From an optimization exercise on the open Yosys and OpenROAD flow, aimed at small area, a short achievable clock period and few clock cycles per item; shortcuts taken in it are not production practice.
Function was checked by simulation only, so behaviour that the tests miss may differ from the original.

## fjord
Design ebpc_decoder, start of the top module:
module ebpc_decoder
  (
   input logic                     clk_i,
   input logic                     rst_ni,
   input logic [DATA_W-1:0]        bpc_i,
   input logic                     bpc_last_i,
   input logic                     bpc_vld_i,
   output logic                    bpc_rdy_o,
   input logic [DATA_W-1:0]        znz_i,
   input logic                     znz_last_i,
   input logic                     znz_vld_i,
   output logic                    znz_rdy_o,
   input logic [LOG_MAX_WORDS-1:0] num_words_i,
   input logic                     num_words_vld_i,
   output logic                    num_words_rdy_o,
   output logic [DATA_W-1:0]       data_o,
   output logic                    last_o,
   output logic                    vld_o,
   input logic                     rdy_i
   );
export LEC_CHECK = 0
export CAP_MARGIN = 20
export CORE_MARGIN = 2
export CORE_UTILIZATION = 40
export CTS_CLUSTER_DIAMETER = 120
export CTS_CLUSTER_SIZE = 25
export PLACE_DENSITY = 0.6
export SLEW_MARGIN = 20
create_clock -name core_clock -period 12.0 [get_ports {clk_i}]
standard.sh (not shown) runs the stock make flow with config.mk's settings and CLKGATE_MAP_FILE= SYNTH_SCRIPT=/design/flow/synth_recipe.tcl, a recipe that flattens the netlist after the stock synthesis.
==> flow/flow/run.sh <==
#!/bin/bash
# Standard ORFS layout with timing repair aiming for extra setup slack and
# plain buffers on the ports (the clock period and constraints are unchanged).
set -euo pipefail
bash standard.sh SETUP_SLACK_MARGIN=8.55 'BUFFER_PORTS_ARGS=-buffer_cell sky130_fd_sc_hd__buf_2' finish > standard_flow.log 2>&1
fjord | status: complete | timing, DRC, antenna: pass
Testbench counts of fjord, summed over its fixed seeds: cycles 29,214, words 28,155.
Edits applied to the flow inputs when going from fjord to amber:
==> flow/run.sh (new file) <==
#!/bin/bash
# synth_recipe.tcl (not shown) runs the flow's synth.tcl, then flattens the netlist and writes it again
# the make line also repeats each setting of config.mk as NAME=value (left out here)
make -C /OpenROAD-flow-scripts/flow DESIGN_CONFIG=/design/flow/config.mk WORK_HOME=/design/flow/orfs CLKGATE_MAP_FILE= SYNTH_SCRIPT=/design/flow/synth_recipe.tcl finish
removed: flow/flow/run.sh
removed: flow/standard.sh
==> run notes <==
Comparing amber and fjord, quantity of gates resized following cts is higher on fjord.
From fjord to amber, number of multi-input combinational cells in the layout did not move at all.
Diff fjord -> amber: total buffers and inverters traversed by the critical path +2; cell area dropped 170 um^2; first-pass GRT wire length went up.
amber: wire length 0.72% below fjord
Cells: amber has fewer instances than fjord
The following lists how nickel was set up differently from amber:
==> flow/flow/run.sh (new file) <==
#!/bin/bash
# Standard ORFS layout with timing repair aiming for extra setup slack and
# plain buffers on the ports (the clock period and constraints are unchanged).
set -euo pipefail
bash standard.sh SETUP_SLACK_MARGIN=8.3 'BUFFER_PORTS_ARGS=-buffer_cell sky130_fd_sc_hd__buf_2' finish > standard_flow.log 2>&1
==> flow/standard.sh (new file) <==
#!/bin/bash
# synth_recipe.tcl (not shown) runs the flow's synth.tcl, then flattens the netlist and writes it again
# the make line also repeats each setting of config.mk as NAME=value (left out here)
make -C /OpenROAD-flow-scripts/flow DESIGN_CONFIG=/design/flow/config.mk WORK_HOME=/design/flow/orfs CLKGATE_MAP_FILE= SYNTH_SCRIPT=/design/flow/synth_recipe.tcl "${@:-finish}"
removed: flow/run.sh
Notes after the runs:
amber: full flow OK, the timing, DRC and antenna checks passed. nickel went all the way through synthesis, placement and routing and the layout is clean on timing, DRC and antenna. As far as number of instances in the synthesized netlist goes, nickel and amber are indistinguishable; the numbers are identical. nickel vs. amber: final critical-path required period decreased by 1.0 ns relative to the old numbers, number of global-route vias before repair was more or less identical. From amber to nickel, number of clock buffer instances in the layout did not move at all. Compared with amber, nickel shows a higher wire length. | met3 layer usage reported by global route | amber vs nickel | ≈ equal |. Comparing the two runs side by side, nickel comes out behind amber on initial detailed-routing violation count.
Changes in sierra relative to nickel:
==> flow/flow/run.sh <==
#!/bin/bash
# Standard ORFS layout with timing repair aiming for extra setup slack and
# plain buffers on the ports (the clock period and constraints are unchanged).
set -euo pipefail
bash standard.sh SETUP_SLACK_MARGIN=8.4 'BUFFER_PORTS_ARGS=-buffer_cell sky130_fd_sc_hd__buf_2' finish > standard_flow.log 2>&1
==> comparison <==
Diff nickel -> sierra: non-clock buffer count increased by about 3% relative to the old numbers, total detailed-routing wirelength level, minimum clock period after layout went down 0.054 ns. ~same via count in nickel and sierra. Diff nickel..sierra | worst hold slack | negligible. Higher layout overhead on the synthesized area was reported by sierra, not nickel. | largest incremental delay on the critical path | sierra vs nickel | 0.19 ns higher |. | post-layout instance count excluding filler cells | sierra vs nickel | ≈ equal |. Of nickel and sierra, the run reporting the higher number of resized instances in the post-cts repair step was sierra. The start-to-end type of the worst setup path comes out in2reg in one run and reg2out in the other, namely in nickel and sierra respectively. sierra reports a lower critical path depth than nickel does.
The following lists how yarrow was set up differently from sierra:
# sierra
export LEC_CHECK = 0
export CAP_MARGIN = 20
export CORE_MARGIN = 2
export CORE_UTILIZATION = 40
export CTS_CLUSTER_DIAMETER = 120
export CTS_CLUSTER_SIZE = 25
export PLACE_DENSITY = 0.6
export SLEW_MARGIN = 20
create_clock -name core_clock -period 12.0 [get_ports {clk_i}]
# yarrow
export LEC_CHECK = 0
export CAP_MARGIN = 20
export CORE_MARGIN = 2
export CORE_UTILIZATION = 40
export CTS_CLUSTER_DIAMETER = 120
export CTS_CLUSTER_SIZE = 25
export PLACE_DENSITY = 0.6
export SLEW_MARGIN = 20
export TNS_END_PERCENT = 10
create_clock -name core_clock -period 12.0 [get_ports {clk_i}]
==> comparison <==
yarrow: no failed stages, no open violations at the end
The highest-delay cell along the critical path comes out nand2b_4 in one run and dfxtp_1 in the other, namely in yarrow and sierra respectively.
yarrow — delay of the slowest cell on the worst path 0.18 ns lower, sierra as reference
Max non-clock buffer count across yarrow and sierra: sierra
In yarrow, the worst setup slack before clock tree synthesis came out 0.010 ns below the value in sierra.
sierra has a lower minimum clock period after layout than yarrow.
Comparing placed wire-length estimate after detailed placement for yarrow and sierra, the bigger number came from sierra.
Wire length in yarrow is about 0.6% lower than in sierra
The inputs of garnet differ from those of yarrow as listed below.
# yarrow
export LEC_CHECK = 0
export CAP_MARGIN = 20
export CORE_MARGIN = 2
export CORE_UTILIZATION = 40
export CTS_CLUSTER_DIAMETER = 120
export CTS_CLUSTER_SIZE = 25
export PLACE_DENSITY = 0.6
export SLEW_MARGIN = 20
export TNS_END_PERCENT = 10
create_clock -name core_clock -period 12.0 [get_ports {clk_i}]
# garnet
export LEC_CHECK = 0
export CAP_MARGIN = 20
export CORE_MARGIN = 2
export CORE_UTILIZATION = 40
export CTS_CLUSTER_DIAMETER = 100
export CTS_CLUSTER_SIZE = 20
export PLACE_DENSITY = 0.6
export SLEW_MARGIN = 20
create_clock -name core_clock -period 12.0 [get_ports {clk_i}]
==> comparison <==
For yarrow, the cell with the largest stage delay on the worst path was nand2b_4, unlike garnet, where it was dfxtp_1. Taking yarrow as the reference point, the sequential share of layout area of garnet falls by 0.44 points.

separate check: timing with driven ports:
How much do the figures lean on ideal ports? The routed layouts below were timed once more, with nothing changed but the port constraints.
Step 1 assumes that a clkbuf_16 drives the clock port and a buf_2 every other input.
Step 2 also shifts input and output timing later by t, the mid clock arrival at the registers, as if the neighbouring blocks saw the same clock.
Three values: ideal, step 1, step 2; two values: the first two.
| run | t (ns) | setup slack, ns | clock arrival spread, ns |
|---|---|---|---|
| fjord | 0.530 | 8.510 / 8.463 / 8.140 | 0.024 / 0.025 |
| amber | 0.530 | 7.444 / 7.461 / 6.931 | 0.025 / 0.025 |
| nickel | 0.534 | 8.441 / 8.442 / 7.933 | 0.028 / 0.027 |
| sierra | 0.535 | 8.494 / 8.444 / 8.009 | 0.028 / 0.028 |
| yarrow | 0.526 | 8.405 / 8.427 / 7.901 | 0.024 / 0.024 |
| garnet | 0.536 | 8.472 / 8.423 / 8.009 | 0.026 / 0.026 |
After both steps every run listed still meets setup and hold. For amber, which loses most, drivers alone change the setup slack by +0.017 ns; drivers and shift together by -0.513 ns.
